From an optimization exercise on the open Yosys and OpenROAD flow, aimed at small area, a short achievable clock period and few clock cycles per item; shortcuts taken in it are not production practice.
In this exercise RTL edits were held to simulation tests only and were not proved equivalent to the original.
No activity file was given, so power comes from the tool's default toggle rates.

==> design/flow/design.v <==
module riscv_alu_div
#(
   parameter C_WIDTH     = 32,
   parameter C_LOG_WIDTH = 6
)
(
    input  logic                    Clk_CI,
    input  logic                    Rst_RBI,
    input  logic [C_WIDTH-1:0]      OpA_DI,
    input  logic [C_WIDTH-1:0]      OpB_DI,
    input  logic [C_LOG_WIDTH-1:0]  OpBShift_DI,
    input  logic                    OpBIsZero_SI,  
    input  logic                    OpBSign_SI,  
    input  logic [1:0]              OpCode_SI,   
    input  logic                    InVld_SI,
    input  logic                    OutRdy_SI,
    output logic                    OutVld_SO,
    output logic [C_WIDTH-1:0]      Res_DO
  );
  logic [C_WIDTH-1:0] ResReg_DP, ResReg_DN;
  logic [C_WIDTH-1:0] ResReg_DP_rev;
  logic [C_WIDTH-1:0] AReg_DP, AReg_DN;
  logic [C_WIDTH-1:0] BReg_DP, BReg_DN;
  logic RemSel_SN, RemSel_SP;
  logic BZero_SN, BZero_SP;
  logic OpBIsZero_S;
  logic CompInv_SN, CompInv_SP;
  logic ResInv_SN, ResInv_SP;
  logic [C_WIDTH-1:0] AddMux_D;
  logic [C_WIDTH-1:0] AddOut_D;
  logic [C_WIDTH-1:0] AddTmp_D;
  logic [C_WIDTH-1:0] BMux_D;
  logic [C_WIDTH-1:0] OutMux_D;
  logic [C_LOG_WIDTH-1:0] Cnt_DP, Cnt_DN;
  logic CntZero_S;
  logic ARegEn_S, BRegEn_S, ResRegEn_S, ABComp_S, PmSel_S, LoadEn_S;
  enum logic [1:0] {IDLE, DIVIDE, FINISH} State_SN, State_SP;
  assign PmSel_S     = LoadEn_S & ~(OpCode_SI[0] & (OpA_DI[$high(OpA_DI)] ^ OpBSign_SI));
  assign AddMux_D    = (LoadEn_S) ? OpA_DI  : BReg_DP;
  assign BMux_D      = (LoadEn_S) ? OpB_DI : {CompInv_SP, (BReg_DP[$high(BReg_DP):1])};
  always_comb begin : p_rev
    for (int i = 0; i < C_WIDTH; i++)
      ResReg_DP_rev[i] = ResReg_DP[C_WIDTH-1-i];
  end
  assign OutMux_D    = (RemSel_SP) ? AReg_DP : ResReg_DP_rev;
  assign Res_DO      = (ResInv_SP) ? -$signed(OutMux_D) : OutMux_D;
  assign OpBIsZero_S = (LoadEn_S) ? OpBIsZero_SI : BZero_SP;
  assign ABComp_S    = ((AReg_DP == BReg_DP) | ((AReg_DP > BReg_DP) ^ CompInv_SP)) & ((|AReg_DP) | OpBIsZero_S);
  assign AddTmp_D    = (LoadEn_S) ? 0 : AReg_DP;
  assign AddOut_D    = (PmSel_S)  ? AddTmp_D + AddMux_D : AddTmp_D - $signed(AddMux_D);
  assign Cnt_DN      = (LoadEn_S)   ? OpBShift_DI :
                       (~CntZero_S) ? Cnt_DP - 1  : Cnt_DP;
  assign CntZero_S   = ~(|Cnt_DP);
  always_comb
  begin : p_fsm
    State_SN       = State_SP;
    OutVld_SO      = 1'b0;
    LoadEn_S       = 1'b0;
    ARegEn_S       = 1'b0;
    BRegEn_S       = 1'b0;
    ResRegEn_S     = 1'b0;
    case (State_SP)
      IDLE: begin
        OutVld_SO    = 1'b1;
        if(InVld_SI) begin
          OutVld_SO  = 1'b0;
          ARegEn_S   = 1'b1;
          BRegEn_S   = 1'b1;
          LoadEn_S   = 1'b1;
          State_SN   = DIVIDE;
        end
      end
      DIVIDE: begin
        ARegEn_S     = ABComp_S;
        BRegEn_S     = 1'b1;
        ResRegEn_S   = 1'b1;
        if (CntZero_S) begin
          State_SN   = FINISH;
        end
      end
      FINISH: begin
        OutVld_SO = 1'b1;
        if(OutRdy_SI) begin
          State_SN  = IDLE;
        end
      end
      default :   ;
    endcase
  end
  assign RemSel_SN  = (LoadEn_S) ? OpCode_SI[1] : RemSel_SP;
  assign CompInv_SN = (LoadEn_S) ? OpBSign_SI   : CompInv_SP;
  assign BZero_SN   = OpBIsZero_S;
  assign ResInv_SN  = (LoadEn_S) ? (~OpBIsZero_SI | OpCode_SI[1]) & OpCode_SI[0] & (OpA_DI[$high(OpA_DI)] ^ OpBSign_SI) : ResInv_SP;
  assign AReg_DN   = (ARegEn_S)   ? AddOut_D : AReg_DP;
  assign BReg_DN   = (BRegEn_S)   ? BMux_D   : BReg_DP;
  assign ResReg_DN = (LoadEn_S)   ? '0       :
                     (ResRegEn_S) ? {ABComp_S, ResReg_DP[$high(ResReg_DP):1]} : ResReg_DP;
  always_ff @(posedge Clk_CI or negedge Rst_RBI) begin : p_regs
    if(~Rst_RBI) begin
       State_SP   <= IDLE;
       AReg_DP    <= '0;
       BReg_DP    <= '0;
       ResReg_DP  <= '0;
       Cnt_DP     <= '0;
       RemSel_SP  <= 1'b0;
       CompInv_SP <= 1'b0;
       ResInv_SP  <= 1'b0;
       BZero_SP   <= 1'b0;
    end else begin
       State_SP   <= State_SN;
       AReg_DP    <= AReg_DN;
       BReg_DP    <= BReg_DN;
       ResReg_DP  <= ResReg_DN;
       Cnt_DP     <= Cnt_DN;
       RemSel_SP  <= RemSel_SN;
       CompInv_SP <= CompInv_SN;
       ResInv_SP  <= ResInv_SN;
       BZero_SP   <= BZero_SN;
    end
  end
endmodule  
module riscv_div (
    input  logic        clk,
    input  logic        rst_n,
    input  logic        in_valid,
    input  logic [31:0] op_a,       
    input  logic [31:0] op_b,       
    input  logic [1:0]  opcode,     
    input  logic        out_ready,
    output logic        out_valid,
    output logic [31:0] result
  );
  logic        b_neg;
  logic [5:0]  lead;
  logic [5:0]  b_shift;
  logic [31:0] b_shifted;
  assign b_neg = opcode[0] & op_b[31];
  always_comb begin : p_lead
    lead = 6'd32;
    for (int i = 0; i < 32; i++)
      if (op_b[i] ^ b_neg)
        lead = 6'(31 - i);
  end
  assign b_shift   = lead - {5'd0, b_neg};
  assign b_shifted = op_b << b_shift[4:0];
  riscv_alu_div #(
    .C_WIDTH     ( 32 ),
    .C_LOG_WIDTH ( 6  )
  ) div_i (
    .Clk_CI       ( clk              ),
    .Rst_RBI      ( rst_n            ),
    .OpA_DI       ( op_a             ),
    .OpB_DI       ( b_shifted        ),
    .OpBShift_DI  ( b_shift          ),
    .OpBIsZero_SI ( op_b == 32'd0    ),
    .OpBSign_SI   ( b_neg            ),
    .OpCode_SI    ( opcode           ),
    .InVld_SI     ( in_valid         ),
    .OutRdy_SI    ( out_ready        ),
    .OutVld_SO    ( out_valid        ),
    .Res_DO       ( result           )
  );
endmodule
==> design/flow/run.sh <==
#!/bin/bash
# synth_recipe.tcl (not shown) runs the flow's synth.tcl, then flattens the netlist and writes it again
# the make line also repeats each setting of config.mk as NAME=value (left out here)
make -C /OpenROAD-flow-scripts/flow DESIGN_CONFIG=/design/flow/config.mk WORK_HOME=/design/flow/orfs CLKGATE_MAP_FILE= SYNTH_SCRIPT=/design/flow/synth_recipe.tcl finish
==> design/flow/config.mk <==
export PLATFORM = sky130hd
export DESIGN_NAME = riscv_div
export DESIGN_NICKNAME = riscv_div
export VERILOG_FILES = /design/flow/design.v
export SDC_FILE = /design/flow/constraint.sdc
export NUM_CORES = 4
export LEC_CHECK = 0
export CAP_MARGIN = 20
export CORE_MARGIN = 2
export CORE_UTILIZATION = 40
export PLACE_DENSITY = 0.6
export SLEW_MARGIN = 20
==> design/flow/constraint.sdc <==
create_clock -name core_clock -period 6.0 [get_ports {clk}]
set_input_delay 1.2000 -clock core_clock [delete_from_list [all_inputs] [get_ports {clk}]]
set_output_delay 1.2000 -clock core_clock [all_outputs]
set_load 0.01 [all_outputs]
==> run summary, run 1 <==
Final setup violation count=0; final setup TNS=0 ps; FMAX=180 MHz; CTS Buffer Depth=2; Max stage delay on crit path=580 ps; Yosys warning total=2; min cycle time layout=5570 ps; pre-CTS setup slack=-58.0 ps; unrepaired setup endpoints after global routing=false; Cells after Synth=1421; WS Path Type=primary input to register; Starting Density=between 40% and 50%; clock tree from TritonCTS=built; Slew Limit Fails=0; DR WL/cell=18.5 µm; Final ANT Viol Nets=0; routed vias/inst=about 5.7; number of synthesized flops with an enable pin=0; WL final=35000 µm; largest family of logic cells by synthesized area=multiplexers; Leak=5.99 nW; core area=just under 30000 µm²; reg2reg path depth=21; pin count of the biggest net entering global routing=67; FF-to-FF setup slack=920 ps; worst reg2reg endpoint=div_i.AReg_DP[29]; Clock Latency Late Sink=360 ps; CTS resizes=0; syn avg cell area=~8.4 µm²; post-synthesis async set-or-reset flop share=100%; Endpoint, Worst Hold=div_i.BZero_SP; total number of vias=10800; total power=8.73 mW; Buffers & Inverters on Critical Path=2; family with the most delay on the worst path=compound AO/OA/AOI/OAI gates; Peak VDD IR=0.248 mV; CTS hold repair buffers=0; Adder-Cell Fraction of Synth Area=between 7 and 8%; CTS sink count=around 110; Synth Area in Compound Gates=17.2%; final hold viol count=0; Comb power frac=75.3%; mux share of post-synthesis cell area=21.6%; Cell Count, Final, Fillers Out=1893; Hold Crit Start=div_i.BZero_SP; reg-to-reg critical path startpoint=div_i.State_SP[1]; Iter 0 DRT Violations=between 700 and 800; Layout Cell Area excl Fill=13900 µm²; Root Buffer=clkbuf_16; Worst Max-Slew Pin Slew=1030 ps; crit-path cells=clkdlybuf4s50_1 > and2_4 > mux2i_1 > ha_1 > o211a_1 > o2111ai_1 > or2_2 > o21ai_0 > xor2_1 > ha_1 > nand3_1 > or2_2 > o221a_2 > o21ai_0 > buf_4 > o211ai_1 > a21oi_1 > a41oi_1 > xnor2_1 > mux2_2; sequential share of power=17.7%; die footprint=roughly 31000 µm²; Post-CTS Setup Bufs=0; Synth-to-Final Area Change=16.0%; Worst setup EP type=register; Clock transition at path regs=about 70 ps; Setup crit start kind=primary input; WHS Path Cells=2; GRT Residual Overflow=0; # DRC=0; worst setup margin=433 ps; CP max FO=6; Slowest-stage cell, CP=clkdlybuf4s50_1; simple-gate area share of the yosys netlist=between 10% and 20%; worst clock skew=12.3 ps; IO Port Bufs=102; placed instance count=around 1900; PwrDens=630 nW/µm²; relative slew slack=31.3%; drt first pass iters=7; sequential area share after synthesis=22.6%; I/O Pins=just over 100; row cnt=63; Synth Area in XOR/XNOR=7.11%; sw power=4.09 mW; antenna violations before repair=0; Pint=roughly 4.6 mW; CTS Buf Count=9; HPWL after DPL=around 27000 µm; status=timing/DRC/antenna clean; first-pass GRT wire length=56800 µm; critical path arrival=5810 ps; Clk network pwr share=under 10%; H-Tree Depth=3; Diodes inserted=0; number of global-route vias before repair=10700; most used flip-flop cell after synthesis=dfrtp_1; syn nets=1565; Yosys reg bits=108; sw frac=46.8%; count of cell types in the netlist=76; Worst EP required=~6300 ps; placed inst area=between 10000 and 15000 µm²; fin nets=roughly 1600; share of layout cells above drive strength 1=10.7%; routability cong.=0.884; Die Y=177 µm; Cell Area, Synth=roughly 12000 µm²; period utilisation layout=92.8%; max-cap check violation count=0; total global-route track usage=a little under a quarter; die width=roughly 180 µm; HP Class=register to register
## Yosys cell counts, types with 13 or more instances
cell type    n  area [µm²]
mux2i_1    168        1680
inv_1       56         210
and2_1      40         250
nand3_1     32         160
ha_1        73         913
xor2_1      53         464
mux4_2      20         450
dfrtp_1    108        2700
mux2_2      40         450
a21o_1      30         225
nor2b_1     16         100
nor3_1      56         280
nand4_1     18         113
and3_1      13        81.3
xnor2_1     44         385
nor2_1     115         432
a21oi_1     83         415
nand2_1    105         394
a31oi_1     21         131
o21ai_0     66         330
buf_1       15        56.3
clkbuf_1    56         210
## layer usage
metal	part of all wire [%]	up-vias	global-route usage, %
met1	45	5191	29.7
li1	-	5336	-
met5	0	-	0
met2	48	264	39.1
met3	3.8	51	2.32
met4	2.7	0	7.71
## power groups by stage
| stage | sequential, mW | combinational [mW] | clock, mW |
|---|---|---|---|
| after global placement | 1.56 | 6.44 | 0 |
| after detailed placement | 1.56 | 6.53 | 0 |
| final | 1.55 | 6.57 | 0.610 |
| after global routing | 1.59 | 7.32 | 0.644 |
| after CTS | 1.55 | 6.57 | 0.618 |
| after floorplan | 1.27 | 4.81 | 0 |
## logic make-up (layout without fill, tap and decap cells)
family,Yosys count,count (layout)
flip-flops,108,108
adder cells (fa/ha/maj),74,74
AND/OR/NAND/NOR,457,457
multiplexers,228,228
buffers and inverters,143,225
XOR/XNOR,97,97
AO/OA/AOI/OAI,314,314
## through the flow
step,util (%),hold WS (ps)
after floorplan,-,435
after global placement,45.9,453
after detailed placement,45.9,465
after CTS,46.9,481
after global routing,46.9,496
final,46.9,482
## cell usage in the layout (no fill, tap or decap), drive strengths merged, types with 44 or more instances in the layout
| cell type | synthesis | final |
|---|---|---|
| nor2 | 115 | 115 |
| o21ai | 66 | 66 |
| a21oi | 84 | 84 |
| inv | 56 | 57 |
| nand2 | 106 | 106 |
| xnor2 | 44 | 44 |
| buf | 30 | 51 |
| dfrtp | 108 | 108 |
| clkdlybuf4s50 | 0 | 101 |
| ha | 73 | 73 |
| xor2 | 53 | 53 |
| mux2i | 168 | 168 |
| nor3 | 57 | 57 |
## worst min-delay path, cell delays in order (launching register included)
cell     delay [ps]
dfrtp_1         330
nand2_1          40
nand2_1          70
## state kept, by name, summed over array words and instances (netlist names)
name / flops
div_i.ResReg_DP: 32
div_i.CompInv_SP: 1
div_i.BZero_SP: 1
div_i.State_SP: 2
div_i.RemSel_SP: 1
div_i.ResInv_SP: 1
div_i.BReg_DP: 32
div_i.AReg_DP: 32
div_i.Cnt_DP: 6
## worst max-delay path by stage
stage / start / cells past startpoint / slack, ps / to
floorplan: in_valid / 25 / 40 / div_i.AReg_DP[31]
global placement: in_valid / 20 / 10 / div_i.AReg_DP[31]
detailed placement: in_valid / 20 / -60 / div_i.AReg_DP[31]
CTS: in_valid / 20 / 310 / div_i.AReg_DP[31]
global route: in_valid / 20 / 80 / div_i.AReg_DP[31]
finish: in_valid / 20 / 430 / div_i.AReg_DP[29]
## final cells by class
class	instances	area, µm²
flip-flops and latches	108	2700
clock buffers	10	229
inverters	57	215
repair buffers	152	1430
clock inverters	6	63.8
well taps	390	488
fillers	2927	15700
multi-input cells	1170	8730
Testbench counts, summed over its fixed seeds: cycles 46,537, items 3,200.
==> run 2: changes to the inputs <==
==> design/flow/design.v (replaced) <==
module riscv_alu_div (
    input  logic        clk,
    input  logic        rst_n,
    input  logic        in_valid,
    input  logic [31:0] op_a,
    input  logic [31:0] op_b,
    input  logic [1:0]  opcode,    
    input  logic        out_ready,
    output logic        out_valid,
    output logic [31:0] result
  );
  logic st_idle, st_prep, st_step, st_fix, st_done;
  logic [31:0] A, B, Q;
  logic [4:0]  cnt;
  logic [5:0]  lzA;
  logic [4:0]  lzB;
  logic        a_neg, b_neg, rem_op, b_zero, neg_res;
  function automatic logic [5:0] lzc(input logic [31:0] x);
    lzc = 6'd32;
    for (int i = 0; i < 32; i++)
      if (x[i]) lzc = 6'(31 - i);
  endfunction
  logic        in_an, in_bn;
  logic [31:0] in_ax, in_bx;
  logic [5:0]  in_lzb;
  assign in_an  = opcode[0] & op_a[31];
  assign in_bn  = opcode[0] & op_b[31];
  assign in_ax  = op_a ^ {32{in_an}};
  assign in_bx  = op_b ^ {32{in_bn}};
  assign in_lzb = lzc({in_bx[31:1], 1'b1});
  logic signed [6:0] algn;
  logic              quick;
  assign algn  = $signed({2'b0, lzB}) - $signed({1'b0, lzA}) + $signed({6'b0, a_neg});
  assign quick = b_zero | algn[6];
  logic [31:0] neg_in, neg_out;
  assign neg_in  = st_fix ? Q : A;
  assign neg_out = -neg_in;
  logic [31:0] b_al;
  assign b_al = (B << algn[4:0]) | ({32{~b_neg}} & ~({32{1'b1}} << algn[4:0]));
  logic [32:0] sum;
  logic        qbit, last;
  logic [31:0] a_step;
  assign sum    = {1'b0, A} + {1'b0, B} + {32'b0, ~b_neg};
  assign qbit   = sum[32];
  assign a_step = qbit ? sum[31:0] : A;
  assign last   = (cnt == 5'd0);
  always_ff @(posedge clk or negedge rst_n) begin
    if (!rst_n) begin
      st_idle <= 1'b1;
      st_prep <= 1'b0;
      st_step <= 1'b0;
      st_fix  <= 1'b0;
      st_done <= 1'b0;
    end else begin
      st_idle <= (st_idle & ~in_valid) | (st_done & out_ready);
      st_prep <= st_idle & in_valid;
      st_step <= (st_prep & ~quick) | (st_step & ~last);
      st_fix  <= st_step & last & neg_res;
      st_done <= (st_prep & quick) | (st_step & last & ~neg_res) | st_fix | (st_done & ~out_ready);
    end
  end
  always_ff @(posedge clk) begin
    if (st_idle) begin
      A       <= op_a;
      B       <= op_b ^ {32{~in_bn}};
      lzA     <= lzc(in_ax);
      lzB     <= in_lzb[4:0];
      a_neg   <= in_an;
      b_neg   <= in_bn;
      rem_op  <= opcode[1];
      b_zero  <= (op_b == 32'd0);
      neg_res <= opcode[0] & (opcode[1] ? in_an : (in_an ^ in_bn)) & (op_b != 32'd0);
    end
    if (st_prep) begin
      if (quick) begin
        Q <= rem_op ? A : {32{b_zero}};
      end else begin
        A   <= a_neg ? neg_out : A;
        B   <= b_al;
        Q   <= 32'd0;
        cnt <= algn[4:0];
      end
    end
    if (st_step) begin
      A   <= a_step;
      B   <= {1'b1, B[31:1]};
      Q   <= (last & rem_op) ? a_step : {Q[30:0], qbit};
      cnt <= cnt - 5'd1;
    end
    if (st_fix)
      Q <= neg_out;
  end
  assign out_valid = st_done;
  assign result    = Q;
endmodule
module riscv_div (
    input  logic        clk,
    input  logic        rst_n,
    input  logic        in_valid,
    input  logic [31:0] op_a,       
    input  logic [31:0] op_b,       
    input  logic [1:0]  opcode,     
    input  logic        out_ready,
    output logic        out_valid,
    output logic [31:0] result
  );
  riscv_alu_div div_i (
    .clk       ( clk       ),
    .rst_n     ( rst_n     ),
    .in_valid  ( in_valid  ),
    .op_a      ( op_a      ),
    .op_b      ( op_b      ),
    .opcode    ( opcode    ),
    .out_ready ( out_ready ),
    .out_valid ( out_valid ),
    .result    ( result    )
  );
endmodule
==> run summary, run 2 <==
total global-route track usage=27.7% (was 22.7%); Layout Cell Area excl Fill=15700 µm² (was 13900 µm²); Worst Max-Slew Pin Slew=1070 ps (was 1030 ps); DR WL/cell=22.4 µm (was 18.5 µm); clock tree from TritonCTS=built (unchanged); FMAX=216 MHz (was 180 MHz); top cell type's share of synthesized area=18.4% (was 22.6%); Buffers & Inverters on Critical Path=3 (was 2); Synth area leaders=edfxtp_1 (18%), mux2i_1 (8.2%), o21ai_0 (6.1%) (was dfrtp_1 (23%), mux2i_1 (14%), ha_1 (7.6%)); family with the most delay on the worst path=compound AO/OA/AOI/OAI gates (unchanged); most frequent cells in the layout=nand2_1 (224), o21ai_0 (169), a21oi_1 (157), nor2_1 (134), mux2i_1 (114) (was mux2i_1 (168), nor2_1 (114), dfrtp_1 (107), nand2_1 (104), clkdlybuf4s50_1 (101)); top cells by count, synth=nand2_1 (225), o21ai_0 (170), a21oi_1 (157), nor2_1 (134), clkbuf_1 (117) (was mux2i_1 (168), nor2_1 (115), dfrtp_1 (108), nand2_1 (105), a21oi_1 (83)); Slew Limit Fails=0 (unchanged); CTS Buf Count=17 (was 9); HP Class=register to register (unchanged); crit-path cells=buf_4 > inv_1 > fa_1 > fa_1 > a211o_1 > a2111oi_2 > nor3_2 > o2111ai_2 > a211o_1 > nand3b_1 > buf_4 > mux2i_1 > o21ai_0 > a221o_1 (was clkdlybuf4s50_1 > and2_4 > mux2i_1 > ha_1 > o211a_1 > o2111ai_1 > or2_2 > o21ai_0 > xor2_1 > ha_1 > nand3_1 > or2_2 > o221a_2 > o21ai_0 > buf_4 > o211ai_1 > a21oi_1 > a41oi_1 > xnor2_1 > mux2_2); number of synthesized flops with an enable pin=85 (was 0); die width=190 µm (was 177 µm); HPWL after DPL=35900 µm (was 27300 µm); Multi-input gate area=9820 µm² (was 8730 µm²); die footprint=36100 µm² (was 31300 µm²); row cnt=68 (was 63); min cycle time layout=4620 ps (was 5570 ps); unrepaired setup endpoints after global routing=false (unchanged); Diodes inserted=0 (unchanged); WL final=50800 µm (was 35000 µm); first-pass GRT wire length=77400 µm (was 56800 µm); relative slew slack=28.4% (was 31.3%); cell taking the most area after synthesis=edfxtp_1 (was dfrtp_1); CTS resizes=0 (unchanged); share of layout cells above drive strength 1=7.43% (was 10.7%); core area=34300 µm² (was 29600 µm²); syn nets=1925 (was 1565); total number of vias=14300 (was 10800); final core utilization=45.7% (was 46.9%); drt first pass iters=6 (was 7); Final setup violation count=0 (unchanged); Hold WS=526 ps (was 482 ps); CTS Buffer Depth=2 (unchanged); routed vias/inst=6.30 (was 5.73); Max stage delay on crit path=510 ps (was 580 ps); Yosys warning total=1 (was 2); Leak=5.78 nW (was 5.99 nW); placed inst area=15100 µm² (was 13600 µm²); Iter 0 DRT Violations=1769 (was 744); Starting Density=40.4% (about the same); Cells after Synth=1807 (was 1421); routability cong.=0.943 (was 0.884); FF+latch area=3330 µm² (was 2700 µm²); Clock transition at path regs=60 ps (was 70 ps); Peak VDD IR=0.458 mV (was 0.248 mV); GRT Residual Overflow=0 (unchanged); Yosys reg bits=122 (was 108); status=timing/DRC/antenna clean (unchanged); most common cell in the netlist=nand2_1 (was mux2i_1); Clock Latency Late Sink=440 ps (was 360 ps); CP max FO=28 (was 6); antenna violations before repair=2 (was 0); Slowest-stage cell, CP=fa_1 (was clkdlybuf4s50_1); Top Registers=div_i.A (32), div_i.B (32), div_i.Q (32) (was div_i.AReg_DP (32), div_i.BReg_DP (32), div_i.ResReg_DP (32)); Worst setup EP type=register (unchanged); PwrDens=707 nW/µm² (was 630 nW/µm²); Worst EP required=6170 ps (was 6250 ps); fin nets=1921 (was 1642); most used flip-flop cell after synthesis=edfxtp_1 (was dfrtp_1); sequential area share after synthesis=24.0% (was 22.6%); Post-CTS Setup Bufs=0 (unchanged); number of global-route vias before repair=13100 (was 10700); Root Buffer=clkbuf_16 (unchanged); final hold viol count=0 (unchanged); IO Port Bufs=102 (unchanged); Setup crit start kind=register (was primary input); total power=11.1 mW (was 8.73 mW); Die Y=190 µm (was 177 µm); Synth-to-Final Area Change=13.2% (was 16.0%); Final ANT Viol Nets=0 (unchanged); I/O Pins=103 (unchanged); H-Tree Depth=4 (was 3); pin count of the biggest net entering global routing=84 (was 67); WS Path Type=register to register (was primary input to register); critical path arrival=4800 ps (was 5810 ps); # DRC=0 (unchanged); final setup TNS=0 ps (unchanged); Cell Area, Synth=13800 µm² (was 12000 µm²); worst clock skew=14.5 ps (was 12.3 ps); post-synthesis async set-or-reset flop share=4.10% (was 100%); count of cell types in the netlist=91 (was 76); CTS sink count=122 (was 108); syn avg cell area=7.66 µm² (was 8.41 µm²); FILL cells=3442 (was 2927); CTS hold repair buffers=0 (unchanged); max-cap check violation count=0 (unchanged); period utilisation layout=77.0% (was 92.8%); commonest non-fill, non-tap cell in the layout=nand2_1 (was mux2i_1)
[run 2: through the flow]
step,worst slack [ps],std cells
global route,1110,2271
detailed placement,1440,2239
finish,1380,2271
floorplan,1940,1807
global placement,1540,2239
CTS,1430,2271
[run 2: tightest hold or removal path, cell delays in order, from the launching register on]
cell and delay (ps):
dfxtp_1 340, nand2_1 70, o21ai_0 70
[run 2: final timing paths]
| path | startpoint | end | slack, ps | cells after the start |
|---|---|---|---|---|
| max in group asynchronous | rst_n | div_i.st_idle | 4700 | 1 |
| worst max-delay path | div_i.b_neg | div_i.Q[2] | 1380 | 14 |
| worst max register to register | div_i.b_neg | div_i.Q[2] | 1380 | 14 |
| worst min-delay path | div_i.B[30] | div_i.B[29] | 530 | 2 |
| min in group asynchronous | rst_n | div_i.st_done | 1020 | 1 |
| worst min register to register | div_i.B[30] | div_i.B[29] | 530 | 2 |
[run 2: per-layer routing]
metal  vias to the layer above  share of wire (%)  GRT usage [%]
met5                         -              0.026              0
met4                         2                3.2           10.2
met3                       109                 10           7.16
met2                       697                 44           42.0
met1                      6782                 43           37.8
li1                       6716                  -              -
[run 2: power breakdown]
group | switching, mW | internal [mW]
Clock | 0.426 | 0.625
Combinational | 4.65 | 3.07
Sequential | 0.793 | 1.51
Total | 5.87 | 5.21
[run 2: cell type report]
cell class,count,area share [%]
Multi-Input combinational cell,1493,62.6
Sequential cell,122,21.2
Timing Repair Buffer,125,7.70
Tap cell,455,3.63
Clock buffer,19,2.83
Inverter,44,1.05
Clock inverter,13,0.918
[run 2: logic make-up after synthesis]
kind of cell	share of synthesized area (%)
buf+inv	5.59
flops	24.0
mux	13.3
compound gates	25.8
xor+xnor	5.76
fa+ha+maj	4.50
simple gates	21.1
Testbench counts of run 2, summed over its fixed seeds: cycles 28,479, items 3,200.

port drivers added, routing unchanged:
Ports are ideal in the flow. The routed layouts listed here were re-timed in OpenROAD.
Step 1: set_driving_cell puts a clkbuf_16 on clk and a buf_2 on each other input, an assumption about the parent block.
Step 2 adds t to the input delays and takes it off the output delays; t is the mean of the earliest and latest rising clock arrival at the registers after step 1. Input paths then give back, and output paths get back, about the clock's delay inside the block.
Three values: ideal ports, drivers, drivers and shift; two values: the first two.
run | shift t [ns] | setup slack, ns | slew at the worst register clock pin (ns) | worst slew at a driven data input, ns | cell pins on the clock port's net
run 1 | 0.400 | 0.433 / 0.453 / 0.053 | 0.08 / 0.08 | 0.04 | 1
run 2 | 0.485 | 1.379 / 1.379 / 1.379 | 0.07 / 0.07 | 0.04 | 1
After both steps every run listed still meets setup and hold. The setup slack of run 1, which loses most, moves by +0.020 ns with the drivers and by -0.380 ns with both steps.
